From an optimization exercise on the open Yosys and OpenROAD flow, aimed at small area and few clock cycles; shortcuts taken in it are not production practice.
Only simulation tests tie the RTL to the original design; equivalence was not proved.
Power and IR drop assume default switching activity.

### design/flow/constraint.sdc
create_clock -name core_clock -period 13.0 [get_ports {clk}]
set_input_delay 2.6000 -clock core_clock [delete_from_list [all_inputs] [get_ports {clk}]]
set_output_delay 2.6000 -clock core_clock [all_outputs]
set_load 0.01 [all_outputs]
### design/flow/config.mk
export PLATFORM = sky130hd
export DESIGN_NAME = risc_v_core
export DESIGN_NICKNAME = risc_v_core
export VERILOG_FILES = /design/flow/design.v
export SDC_FILE = /design/flow/constraint.sdc
export NUM_CORES = 4
export LEC_CHECK = 0
export CAP_MARGIN = 20
export CORE_MARGIN = 2
export CORE_UTILIZATION = 30
export PLACE_DENSITY = 0.45
export SLEW_MARGIN = 20
### design/flow/design.v
module risc_v_core (
    input  logic        clk,
    input  logic        rst_n,
    output logic        imem_req,
    output logic [31:0] imem_addr,
    input  logic [31:0] imem_rdata,
    input  logic        imem_ready,
    input  logic        imem_err,
    output logic        dmem_req,
    output logic        dmem_we,
    output logic [3:0]  dmem_be,
    output logic [31:0] dmem_addr,
    output logic [31:0] dmem_wdata,
    input  logic [31:0] dmem_rdata,
    input  logic        dmem_ready,
    input  logic        dmem_err,
    input  logic        fetch_enable,
    input  logic [31:0] irq,
    input  logic        debug_req,
    output logic        core_sleep,
    input  logic        scan_mode,
    input  logic        scan_en,
    input  logic        scan_in,
    output logic        scan_out
);
    logic [31:0] pc_reg, pc_next;
    logic [31:0] regfile [31:0];
    logic [31:0] instruction;
    logic [6:0]  opcode;
    logic [4:0]  rd, rs1, rs2;
    logic [2:0]  funct3;
    logic [6:0]  funct7;
    logic [31:0] imm_i, imm_s, imm_b, imm_u, imm_j;
    logic [31:0] alu_op1, alu_op2, alu_result;
    logic [31:0] rs1_data, rs2_data;
    logic        reg_write_en;
    logic [31:0] reg_write_data;
    logic        branch_taken;
    logic [31:0] branch_target;
    logic        stall;
    logic        instr_valid;    
    logic        commit;         
    logic wfi_state;
    localparam WFI_IMM = 32'h105;   
    assign instruction = imem_rdata;
    assign opcode = instruction[6:0];
    assign rd     = instruction[11:7];
    assign rs1    = instruction[19:15];
    assign rs2    = instruction[24:20];
    assign funct3 = instruction[14:12];
    assign funct7 = instruction[31:25];
    assign imm_i = {{20{instruction[31]}}, instruction[31:20]};
    assign imm_s = {{20{instruction[31]}}, instruction[31:25], instruction[11:7]};
    assign imm_b = {{19{instruction[31]}}, instruction[31], instruction[7], 
                    instruction[30:25], instruction[11:8], 1'b0};
    assign imm_u = {instruction[31:12], 12'b0};
    assign imm_j = {{11{instruction[31]}}, instruction[31], instruction[19:12],
                    instruction[20], instruction[30:21], 1'b0};
    assign rs1_data = (rs1 == 5'd0) ? 32'd0 : regfile[rs1];
    assign rs2_data = (rs2 == 5'd0) ? 32'd0 : regfile[rs2];
    always_ff @(posedge clk or negedge rst_n) begin
        if (!rst_n) begin
            for (int i = 0; i < 32; i++) begin
                regfile[i] <= 32'd0;
            end
        end else if (reg_write_en && rd != 5'd0 && commit) begin
            regfile[rd] <= reg_write_data;
        end
    end
    always_ff @(posedge clk or negedge rst_n) begin
        if (!rst_n) begin
            pc_reg <= 32'h0000_0000;
        end else if (!scan_mode && fetch_enable && !stall && !wfi_state && imem_ready) begin
            pc_reg <= pc_next;
        end
    end
    always_comb begin
        alu_result = 32'd0;
        case (opcode)
            7'b0110011: begin  
                case (funct3)
                    3'b000: alu_result = (funct7[5]) ? (alu_op1 - alu_op2) : (alu_op1 + alu_op2);  
                    3'b001: alu_result = alu_op1 << alu_op2[4:0];                                  
                    3'b010: alu_result = ($signed(alu_op1) < $signed(alu_op2)) ? 32'd1 : 32'd0;   
                    3'b011: alu_result = (alu_op1 < alu_op2) ? 32'd1 : 32'd0;                      
                    3'b100: alu_result = alu_op1 ^ alu_op2;                                        
                    3'b101: alu_result = (funct7[5]) ? ($signed(alu_op1) >>> alu_op2[4:0]) :      
                                                        (alu_op1 >> alu_op2[4:0]);
                    3'b110: alu_result = alu_op1 | alu_op2;                                        
                    3'b111: alu_result = alu_op1 & alu_op2;                                        
                endcase
            end
            7'b0010011: begin  
                case (funct3)
                    3'b000: alu_result = alu_op1 + alu_op2;                                       
                    3'b001: alu_result = alu_op1 << alu_op2[4:0];                                 
                    3'b010: alu_result = ($signed(alu_op1) < $signed(alu_op2)) ? 32'd1 : 32'd0;  
                    3'b011: alu_result = (alu_op1 < alu_op2) ? 32'd1 : 32'd0;                     
                    3'b100: alu_result = alu_op1 ^ alu_op2;                                       
                    3'b101: alu_result = (funct7[5]) ? ($signed(alu_op1) >>> alu_op2[4:0]) :     
                                                        (alu_op1 >> alu_op2[4:0]);
                    3'b110: alu_result = alu_op1 | alu_op2;                                       
                    3'b111: alu_result = alu_op1 & alu_op2;                                       
                endcase
            end
            7'b0000011,  
            7'b0100011: alu_result = alu_op1 + alu_op2;  
            7'b1100011: alu_result = alu_op1 - alu_op2;  
            7'b0110111: alu_result = alu_op2;  
            7'b0010111: alu_result = pc_reg + alu_op2;  
            7'b1101111,  
            7'b1100111: alu_result = pc_reg + 32'd4;  
            default: alu_result = 32'd0;
        endcase
    end
    logic [31:0] mem_addr_temp;
    logic        dmem_stall;
    logic [31:0] load_word;
    logic [31:0] load_half;
    assign load_half = mem_addr_temp[1] ? {16'd0, dmem_rdata[31:16]} : dmem_rdata;
    always_comb begin
        alu_op1 = rs1_data;
        alu_op2 = rs2_data;
        reg_write_en = 1'b0;
        reg_write_data = alu_result;
        branch_taken = 1'b0;
        branch_target = pc_reg + 32'd4;
        pc_next = pc_reg + 32'd4;
        dmem_req = 1'b0;
        dmem_we = 1'b0;
        dmem_be = 4'b0000;
        dmem_addr = 32'd0;
        dmem_wdata = 32'd0;
        dmem_stall = 1'b0;
        load_word = dmem_rdata;
        mem_addr_temp = rs1_data + ((opcode == 7'b0100011) ? imm_s : imm_i);   
        case (opcode)
            7'b0110011: begin  
                alu_op2 = rs2_data;
                reg_write_en = 1'b1;
            end
            7'b0010011: begin  
                alu_op2 = imm_i;
                reg_write_en = 1'b1;
            end
            7'b0000011: begin  
                alu_op2 = imm_i;
                dmem_req = instr_valid;
                dmem_addr = mem_addr_temp;
                reg_write_en = 1'b1;
                load_word = dmem_rdata >> {mem_addr_temp[1:0], 3'b000};
                case (funct3)
                    3'b000: reg_write_data = {{24{load_word[7]}}, load_word[7:0]};      
                    3'b001: reg_write_data = {{16{load_half[15]}}, load_half[15:0]};    
                    3'b010: reg_write_data = dmem_rdata;                                 
                    3'b100: reg_write_data = {24'd0, load_word[7:0]};                    
                    3'b101: reg_write_data = {16'd0, load_half[15:0]};                   
                    default: reg_write_data = dmem_rdata;
                endcase
                if (!dmem_ready) dmem_stall = instr_valid;
            end
            7'b0100011: begin  
                alu_op2 = imm_s;
                dmem_req = instr_valid;
                dmem_we = instr_valid;
                dmem_addr = mem_addr_temp;
                case (funct3)
                    3'b000:  dmem_wdata = {4{rs2_data[7:0]}};
                    3'b001:  dmem_wdata = {2{rs2_data[15:0]}};
                    default: dmem_wdata = rs2_data;
                endcase
                case (funct3)
                    3'b000: dmem_be = 4'b0001 << (mem_addr_temp[1:0] & 2'b11);  
                    3'b001: dmem_be = 4'b0011 << (mem_addr_temp[1:0] & 2'b10);  
                    3'b010: dmem_be = 4'b1111;                                   
                    default: dmem_be = 4'b0000;
                endcase
                if (!dmem_ready) dmem_stall = instr_valid;
            end
            7'b1100011: begin  
                case (funct3)
                    3'b000: branch_taken = (rs1_data == rs2_data);                            
                    3'b001: branch_taken = (rs1_data != rs2_data);                            
                    3'b100: branch_taken = ($signed(rs1_data) < $signed(rs2_data));           
                    3'b101: branch_taken = ($signed(rs1_data) >= $signed(rs2_data));          
                    3'b110: branch_taken = (rs1_data < rs2_data);                             
                    3'b111: branch_taken = (rs1_data >= rs2_data);                            
                    default: branch_taken = 1'b0;
                endcase
                if (branch_taken) begin
                    branch_target = pc_reg + imm_b;
                    pc_next = branch_target;
                end
            end
            7'b1101111: begin  
                reg_write_en = 1'b1;
                branch_target = pc_reg + imm_j;
                pc_next = branch_target;
            end
            7'b1100111: begin  
                reg_write_en = 1'b1;
                branch_target = (rs1_data + imm_i) & ~32'd1;
                pc_next = branch_target;
            end
            7'b0110111: begin  
                alu_op2 = imm_u;
                reg_write_en = 1'b1;
            end
            7'b0010111: begin  
                alu_op2 = imm_u;
                reg_write_en = 1'b1;
            end
            7'b1110011: begin  
                if (funct3 == 3'b000 && imm_i == WFI_IMM) begin
                end
            end
            default: begin
            end
        endcase
    end
    assign imem_req = fetch_enable && !wfi_state && !scan_mode;
    assign imem_addr = pc_reg;
    assign stall = (!imem_ready && imem_req) || dmem_stall;
    assign instr_valid = fetch_enable && imem_ready && !wfi_state && !scan_mode;
    assign commit      = instr_valid && !dmem_stall;
    always_ff @(posedge clk or negedge rst_n) begin
        if (!rst_n) begin
            wfi_state <= 1'b0;
        end else if (!scan_mode) begin
            if (commit && opcode == 7'b1110011 && funct3 == 3'b000 && imm_i == WFI_IMM) begin
                wfi_state <= 1'b1;  
            end else if (|irq || debug_req) begin
                wfi_state <= 1'b0;  
            end
        end
    end
    assign core_sleep = wfi_state;
    logic [31:0] scan_chain;
    always_ff @(posedge clk or negedge rst_n) begin
        if (!rst_n) begin
            scan_chain <= 32'd0;
        end else if (scan_mode && scan_en) begin
            scan_chain <= {scan_in, scan_chain[31:1]};
        end
    end
    assign scan_out = scan_chain[0];
endmodule
### design/flow/run.sh
#!/bin/bash
# synth_recipe.tcl (not shown) runs the flow's synth.tcl, then flattens the netlist and writes it again
# the make line also repeats each setting of config.mk as NAME=value (left out here)
make -C /OpenROAD-flow-scripts/flow DESIGN_CONFIG=/design/flow/config.mk WORK_HOME=/design/flow/orfs CLKGATE_MAP_FILE= SYNTH_SCRIPT=/design/flow/synth_recipe.tcl finish
==> run summary <==
## layout by cell type, fill, tap and decap left out, drive strengths merged, types with 206 or more instances in the layout
master,n
mux2,617
a21oi,551
and3,303
buf,669
a22oi,374
inv,206
dfrtp,1056
nand2,862
nand3,357
ha,239
o21ai,611
nor2,551
## through the flow
step                      instance area [sq um]  hold WS [ps]  total power, uW
after floorplan                           74200           462             4380
after global placement                    83300           480             5320
after detailed placement                  83300           486             5320
after CTS                                 87800           499             9190
after global routing                      87900           518             9450
final                                     87900           497             9210
## cells by family after synthesis
group           share of synthesized area [%]
simple gates                             18.0
compound gates                           24.0
mux                                      10.9
fa+ha+maj                                4.22
buf+inv                                  5.37
xor+xnor                                 2.01
other cells                            0.0101
flops                                    35.6
## worst min path at each step
stage / endpoint / slack, ps / cells after the start
after global routing: scan_chain[11]$_DFFE_PN0P_ / 520 / 1
after floorplan: regfile[23][5]$_DFFE_PN0P_ / 460 / 2
after detailed placement: scan_chain[14]$_DFFE_PN0P_ / 490 / 1
final: scan_chain[11]$_DFFE_PN0P_ / 500 / 1
after global placement: regfile[31][16]$_DFFE_PN0P_ / 480 / 2
after CTS: scan_chain[14]$_DFFE_PN0P_ / 500 / 1
## power by group
group / switching, uW / total [uW] / internal, uW
combinational: 1270 / 1870 / 594
clock: 1640 / 3890 / 2250
sequential: 127 / 3460 / 3340
total: 3040 / 9210 / 6180
## metal layers
metal	routed length, um	vias to the layer above	part of all wire, %
li1	-	32501	-
met1	192000	40676	38
met2	213000	5960	42
met3	54600	1737	11
met4	46300	18	9.1
met5	177	-	0.035
## worst register-to-register path: stages, from the launching register on
cell and delay [ps]:
sky130_fd_sc_hd__dfrtp_1 410, sky130_fd_sc_hd__or3b_1 190, sky130_fd_sc_hd__a2111oi_0 90, sky130_fd_sc_hd__a221oi_1 300
sky130_fd_sc_hd__o211ai_1 230, sky130_fd_sc_hd__o31a_2 520, sky130_fd_sc_hd__a21oi_1 740, sky130_fd_sc_hd__inv_1 410
sky130_fd_sc_hd__ha_1 470, sky130_fd_sc_hd__nand2_1 110, sky130_fd_sc_hd__o211ai_1 140, sky130_fd_sc_hd__a41oi_1 350
sky130_fd_sc_hd__buf_4 180, sky130_fd_sc_hd__o21ai_0 190, sky130_fd_sc_hd__a221o_1 380, sky130_fd_sc_hd__o41ai_1 360
sky130_fd_sc_hd__buf_4 190, sky130_fd_sc_hd__mux2i_1 260, sky130_fd_sc_hd__o211ai_1 140, sky130_fd_sc_hd__buf_4 220
sky130_fd_sc_hd__a2111oi_0 500, sky130_fd_sc_hd__buf_4 190, sky130_fd_sc_hd__o2111ai_1 90, sky130_fd_sc_hd__buf_4 210
sky130_fd_sc_hd__a21oi_1 180, sky130_fd_sc_hd__a31oi_2 170, sky130_fd_sc_hd__buf_12 200, sky130_fd_sc_hd__mux2_2 330
## final cells by class
| type | instances | area share (%) |
|---|---|---|
| clock buffer | 194 | 4.39 |
| multi-input combinational | 6531 | 50.9 |
| timing repair buffer | 862 | 8.45 |
| antenna | 28 | 0.0797 |
| sequential | 1056 | 30.1 |
| tap | 3220 | 4.58 |
| clock inverter | 51 | 0.723 |
| inverter | 196 | 0.840 |
==> impl_metrics.yaml <==
grt:
  overflow_after_grt: 0
  grt.met1_usage_pct: 47.8
  number_of_global_route_vias_before_repair: 75966
  grt.busiest_layer: "met2"
  grt_start_max_net_pins: 156
  first_pass_grt_wire_length_mm: 675
  global_route.usage.met2_pct: 57.4
  grt_util_met3_pct: 11.2
  gr_usage_total_pct: 38.9
  antenna_found_initial: 40
critical_path:
  start_kind: "input pin"
  worst-r2r-setup-slack_ps: 5120
  setup.worst_path.class: "in -> out"
  end_kind: "primary output"
  cpPeakStageDelay_ps: 810
  cpMostUsedCell: "sky130_fd_sc_hd__a21oi_1"
  worst_ep_required_time_ps: 10400
  cp_slowest_cell: "sky130_fd_sc_hd__o21ai_1"
  cp_cell_sequence: "buf_2, buf_4, and3b_4, buf_4, and3_1, nor4_1, nand4_1, o21ai_1, inv_1, buf_4, ha_1, a21oi_1, o21ai_0, a21oi_1, o21ai_0, a21o_1, a21oi_1, o21bai_1, a21oi_1, o21ai_0, xnor2_1, nor2_1, clkdlybuf4s50_1"
  source_of_the_worst_register_to_register_timing_path: "regfile[2][4]$_DFFE_PN0P_"
  worstPathMaxFanout: 35
  critical_path.n_buffers_inverters: 6
  worst_path_dominant_cell_family: "buffers and inverters"
  worstReg2RegEnd: "regfile[4][27]$_DFFE_PN0P_"
  r2r_cells: 27
  timing.critical_path.arrival_ps: 9230
  critPathCapture: "dmem_addr[30]"
  cp_num_cells: 23
  cp-startpoint: "imem_rdata[17]"
logic_synthesis:
  synth.ff_latch_count: 1056
  postSynthCellCount: 8522
  synth_sequential_area_ratio_pct: 35.6
  synth_enable_flop_cells: 0
  synthesis.area_per_instance_sq_um: 8.71
  synth_cell_type_count: 108
  synth_most_common_cell: "sky130_fd_sc_hd__dfrtp_1"
  synth_common_cells: "sky130_fd_sc_hd__dfrtp_1 (1,056), sky130_fd_sc_hd__nand2_1 (861), sky130_fd_sc_hd__o21ai_0 (593)"
  postSynth.asyncResetShare_pct: 100
  yosys_warnings: 2
  syn-num-nets: 8875
  synth_top_cell_by_area: "sky130_fd_sc_hd__dfrtp_1"
  synth_top_cells_by_area: "sky130_fd_sc_hd__dfrtp_1 (36%), sky130_fd_sc_hd__mux2_2 (8.8%), sky130_fd_sc_hd__nand2_1 (4.4%)"
  synth_top_cell_area_share_pct: 35.6
  syn-cell-area_sq_um: 74200
  postSynth.topFlopCell: "sky130_fd_sc_hd__dfrtp_1"
sta:
  grt_setup_unrepaired: "no"
  final_min_period_over_clock_period_pct: 91.0
  fin_ws_ps: 1170
  worst_case_clock_skew_ps: 45.3
  final_hold_viol_count: 0
  finalSetupTns_ps: 0
  timing.final.max_slew_violations: 0
  setup_viol_count_final: 0
  achievable-frequency_ghz: 0.0846
  tightestPinTransition_ps: 1230
  timing.max_slew.rel_slack_pct: 18.0
  timing.final.crit_period_ps: 11830
power_and_ir_drop:
  leakage_uw: 0.0381
  power_density_nw_per_um2: 105
  max-vdd-ir-drop_mv: 0.125
cts:
  cts_tree: "yes"
  cts-buffers-inserted: 135
  cts_resized: 0
  cts.hold.buffers_added: 0
  cts.htree.levels: 4
  cts.sinks: 1056
  clkSlewWorstSetupHoldPaths_ps: 60
  post-cts-setup-buffers: 0
  max-clock-path-buffers: 3
  ctsRootBufferMaster: "sky130_fd_sc_hd__clkbuf_16"
  clock_latency_ps: 840
finish:
  layout.filler_cells: 25338
  multi_input_area_sq_um: 44700
  seq_area_sq_um: 26400
  largest_reg_flops: 992
  area_growth_pct: 18.5
  post_route_cells_drive_above_1_share_pct: 19.6
  finalNonFillerCells: 12138
  nets: 9135
  layout.core_utilization_pct: 35.8
run_status:
  status: "no timing/DRC/antenna violations"
drt:
  dr.first_iter.drc_count: 12267
  route.detailed.vias_per_inst: 6.66
  detail_route.wirelength_mm: 506
  ant_nets: 0
  dr.pass1.iters: 7
  routed-via-count: 80892
  route.detailed.wl_per_inst_um: 41.7
  drt_drc_violations_left: 0
flow_run:
  max_cap_violations: 0
die:
  row_count: 182
  initial_utilization_pct: 30.2
  design.core.area_sq_um: 246000
  design.portCount: 212
  die_w_um: 501
  die_area_sq_um: 251000
  die_height_um: 501
placed_design:
  numPlacedInstances: 11864
  detailed_place_hpwl_mm: 357
  place_worst_setup_slack_ps: 1470
  global_placer_s_final_weighted_congestion: 1.03
  numPortBuffers: 208
min_path:
  timing.hold.worst.start: "scan_chain[12]$_DFFE_PN0P_"
  hold_path.class: "reg -> reg"
Testbench counts, summed over its fixed seeds: cycles 8,987.

==> re-timing with driven ports <==
How much do the figures lean on ideal ports? The routed layout below was timed once more, with nothing changed but the port constraints. Step 1 (the two cells are an assumption about what drives the block):
set clk [get_ports {clk}]
set_driving_cell -lib_cell sky130_fd_sc_hd__clkbuf_16 $clk
set_driving_cell -lib_cell sky130_fd_sc_hd__buf_2 [delete_from_list [all_inputs] $clk]
Step 2 adds t to the input delays and takes it off the output delays; t is the mean of the earliest and latest rising clock arrival at the registers after step 1. Input paths then give back, and output paths get back, about the clock's delay inside the block. a / b / c = ideal ports / drivers / drivers and shift; a / b = the first two.
shift t [ns]: 0.914
slack for setup (ns): 1.175 / 1.147 / 1.013
worst data-port slew with drivers (ns): 0.12
After both steps this run still meets setup and hold. The setup slack of this run moves by -0.028 ns with the drivers and by -0.162 ns with both steps.
